This design comes from an exercise in tuning for small area on the open sky130 flow, not from production work.
In this exercise RTL edits were held to simulation tests only and were not proved equivalent to the original.

Setup of birch:
==> flow/design.v (excerpt) <==
module rgb2ycrcb(clk, rst, r, g, b, y, cr, cb);
	input        clk;
	input        rst;
	input  [9:0] r, g, b;
	output reg [9:0] y, cr, cb;
	reg [31:0] pa;
	reg [39:0] pb;
	reg rst1, rst2;
	wire kill = rst | rst1 | rst2;
	wire g1;
	assign g1 = r[0] & ~g[0];
	wire g2;
	gx2 ug2 (.a(r[0]), .b(g[0]), .y(g2));
	wire i3;
	assign i3 = ~g[1];
	wire s4;
	wire c5;
	fa us4 (.a(r[1]), .b(i3), .c(g1), .s(s4), .co(c5));
	wire i6;
	assign i6 = ~g[2];
	wire s7;
	wire c8;
	fa us7 (.a(r[2]), .b(i6), .c(c5), .s(s7), .co(c8));
	wire i9;
	assign i9 = ~g[3];
	wire s10;
	wire c11;
	fa us10 (.a(r[3]), .b(i9), .c(c8), .s(s10), .co(c11));
	wire i12;
	assign i12 = ~g[4];
	wire s13;
	wire c14;
	fa us13 (.a(r[4]), .b(i12), .c(c11), .s(s13), .co(c14));
	wire i15;
	assign i15 = ~g[5];
	wire s16;
	wire c17;
	fa us16 (.a(r[5]), .b(i15), .c(c14), .s(s16), .co(c17));
	wire i18;
	assign i18 = ~g[6];
	wire s19;
	wire c20;
	fa us19 (.a(r[6]), .b(i18), .c(c17), .s(s19), .co(c20));
	wire i21;
	assign i21 = ~g[7];
	wire s22;
	wire c23;
	fa us22 (.a(r[7]), .b(i21), .c(c20), .s(s22), .co(c23));
	wire i24;
	assign i24 = ~g[8];
	wire s25;
	wire c26;
	fa us25 (.a(r[8]), .b(i24), .c(c23), .s(s25), .co(c26));
	wire i27;
	assign i27 = ~g[9];
	wire s28;
	wire c29;
	fa us28 (.a(r[9]), .b(i27), .c(c26), .s(s28), .co(c29));
	wire g30;
	assign g30 = b[0] & ~g[0];
	wire g31;
	gx2 ug31 (.a(b[0]), .b(g[0]), .y(g31));
	wire s32;
	wire c33;
	fa us32 (.a(b[1]), .b(i3), .c(g30), .s(s32), .co(c33));
	wire s34;
	wire c35;
  ...
Size: about 470 cells after synthesis, ~100 flip-flops, ~62 I/O pins, ~6500 µm² of cells after synthesis.
clock: 6.0 ns
lec_check: 0
cap_margin: 20
core_margin: 2
core_utilization: 70
slew_margin: 20
synth_hierarchical: 1
synth_minimum_keep_size: 0
standard.sh (not shown) runs the stock make flow with config.mk's settings and CLKGATE_MAP_FILE= SYNTH_SCRIPT=/design/flow/synth_recipe.tcl, a recipe that flattens the netlist after the stock synthesis.
==> flow/flow/run.sh <==
#!/bin/bash
# Standard ORFS layout with two changes: small port buffers, and a clock tree of small
# buffers without dummy loads.
set -euo pipefail
bash standard.sh \
  "BUFFER_PORTS_ARGS=-buffer_cell sky130_fd_sc_hd__buf_1" \
  "CTS_ARGS=-sink_clustering_enable -repair_clock_nets -root_buf sky130_fd_sc_hd__clkbuf_8 -buf_list sky130_fd_sc_hd__clkbuf_4 -sink_clustering_size 7 -sink_clustering_max_diameter 40 -dont_use_dummy_load" \
  finish > make_finish.log 2>&1
birch went all the way through the flow, and no timing, DRC or antenna check failed.
Here is what was changed in the inputs of maple compared with birch.
Settings: changing CORE_UTILIZATION from 70 to 40.
==> flow/flow/run.sh <==
#!/bin/bash
# Standard ORFS layout; the only change is the cell used for the port buffers.
set -euo pipefail
bash standard.sh "BUFFER_PORTS_ARGS=-buffer_cell sky130_fd_sc_hd__buf_1" finish > make_finish.log 2>&1
## What came out
- maple went all the way through the flow, and no timing, DRC or antenna check failed.
- Summary of maple over birch: area after detailed placement rose 2.0%; sequential share of layout area fell 1.3 points.
- [compare] base=birch new=maple: fmax did not really move.

========
Another version of the RTL of rgb2ycrcb (not shown whole).
For scale: ~430 cells after synthesis, ~99 flip-flops, about 0.0058 mm^2 of cells after synthesis.
Design rgb2ycrcb, start of the top module:
module rgb2ycrcb(clk, rst, r, g, b, y, cr, cb);
	input        clk;
	input        rst;
	input  [9:0] r, g, b;
	output reg [9:0] y, cr, cb;
	reg [31:0] pa;
	reg [36:0] pb;
	reg rst1, rst2;
	wire kill = rst | rst1 | rst2;
	wire x1;
	gxn ux1 (.a(r[0]), .b(g[0]), .y(x1));
	wire c2;
	assign c2 = (r[0] | ~g[0]);
	wire i3;
	assign i3 = ~g[1];
	wire s4;
	wire c5;
	fa us4 (.a(r[1]), .b(i3), .c(c2), .s(s4), .co(c5));
	wire i6;
	assign i6 = ~g[2];
	wire s7;
	wire c8;
	fa us7 (.a(r[2]), .b(i6), .c(c5), .s(s7), .co(c8));
	wire i9;
	assign i9 = ~g[3];
	wire s10;
	wire c11;
	fa us10 (.a(r[3]), .b(i9), .c(c8), .s(s10), .co(c11));
	wire i12;
	assign i12 = ~g[4];
	wire s13;
	wire c14;
	fa us13 (.a(r[4]), .b(i12), .c(c11), .s(s13), .co(c14));
	wire i15;
	assign i15 = ~g[5];
	wire s16;
	wire c17;
	fa us16 (.a(r[5]), .b(i15), .c(c14), .s(s16), .co(c17));
	wire i18;
	assign i18 = ~g[6];
	wire s19;
	wire c20;
	fa us19 (.a(r[6]), .b(i18), .c(c17), .s(s19), .co(c20));
	wire i21;
	assign i21 = ~g[7];
	wire s22;
	wire c23;
	fa us22 (.a(r[7]), .b(i21), .c(c20), .s(s22), .co(c23));
	wire i24;
	assign i24 = ~g[8];
	wire s25;
	wire c26;
	fa us25 (.a(r[8]), .b(i24), .c(c23), .s(s25), .co(c26));
	wire i27;
	assign i27 = ~g[9];
	wire s28;
	wire c29;
	fa us28 (.a(r[9]), .b(i27), .c(c26), .s(s28), .co(c29));
  ...
clock: 6.0 ns
lec_check: 0
cap_margin: 20
core_margin: 2
core_utilization: 75
gpl_timing_driven: 0
slew_margin: 20
synth_hierarchical: 1
synth_minimum_keep_size: 0
==> flow/flow/run.sh <==
#!/bin/bash
# Standard ORFS layout with two changes: small port buffers, and a clock tree of small
# buffers without dummy loads.
set -euo pipefail
bash standard.sh \
  "BUFFER_PORTS_ARGS=-buffer_cell sky130_fd_sc_hd__buf_1" \
  "CTS_ARGS=-sink_clustering_enable -repair_clock_nets -buf_list sky130_fd_sc_hd__clkbuf_8 -dont_use_dummy_load" \
  finish > make_finish.log 2>&1
Edit:
==> flow/flow/run.sh (replaced) <==
#!/bin/bash
# Standard ORFS layout with two changes: small port buffers, and a clock tree of small
# buffers without dummy loads.
set -euo pipefail
bash standard.sh \
  "BUFFER_PORTS_ARGS=-buffer_cell sky130_fd_sc_hd__buf_1" \
  "CTS_ARGS=-sink_clustering_enable -repair_clock_nets -buf_list sky130_fd_sc_hd__clkbuf_8 -sink_clustering_size 30 -sink_clustering_max_diameter 200 -sink_clustering_levels 1 -dont_use_dummy_load" \
  finish > make_finish.log 2>&1
Outcome: Setup slack stays the same; fmax does not change; die area stays the same; clock-buffer cell count does not change; cell count does not change; wire length does not change; design area stays the same.
Edit:
==> flow/flow/run.sh (replaced) <==
#!/bin/bash
# Standard ORFS layout with two changes: small port buffers, and a clock tree of small
# buffers without dummy loads.
set -euo pipefail
bash standard.sh \
  "BUFFER_PORTS_ARGS=-buffer_cell sky130_fd_sc_hd__buf_1" \
  "CTS_ARGS=-sink_clustering_enable -repair_clock_nets -buf_list {sky130_fd_sc_hd__clkbuf_4 sky130_fd_sc_hd__clkbuf_8} -dont_use_dummy_load" \
  finish > make_finish.log 2>&1
Effect: The changed run passed the timing, DRC and antenna checks; die area stays the same; via count stays the same; worst hold slack does not change; first-iteration DRC count is unchanged.

## separate check: timing with driven ports
No port has a modelled driver above. Below, the same layouts with a new extraction and two added sets of constraints. Step 1: set_driving_cell puts a clkbuf_16 on clk and a buf_2 on each other input, an assumption about the parent block. Step 2 also shifts input and output timing later by t, the mid clock arrival at the registers, as if the neighbouring blocks saw the same clock. Slacks: no drivers / after step 1 / after step 2; pairs: no drivers / after step 1.
| run | t (ns) | slack for setup (ns) | worst register clock-pin slew, ns |
|---|---|---|---|
| birch | 0.386 | 0.854 / 0.854 / 0.750 | 0.11 / 0.11 |
| maple | 0.384 | 0.844 / 0.844 / 0.735 | 0.07 / 0.07 |
| the first run of note 2 | 0.384 | 0.217 / 0.217 / 0.217 | 0.11 / 0.11 |
| the second run of note 2 | 0.384 | 0.217 / 0.217 / 0.217 | 0.11 / 0.11 |
| the third run of note 2 | 0.384 | 0.217 / 0.217 / 0.217 | 0.11 / 0.11 |
After both steps every run listed still meets setup and hold. The setup slack of maple, which loses most, moves by 0.000 ns with the drivers and by -0.109 ns with both steps.
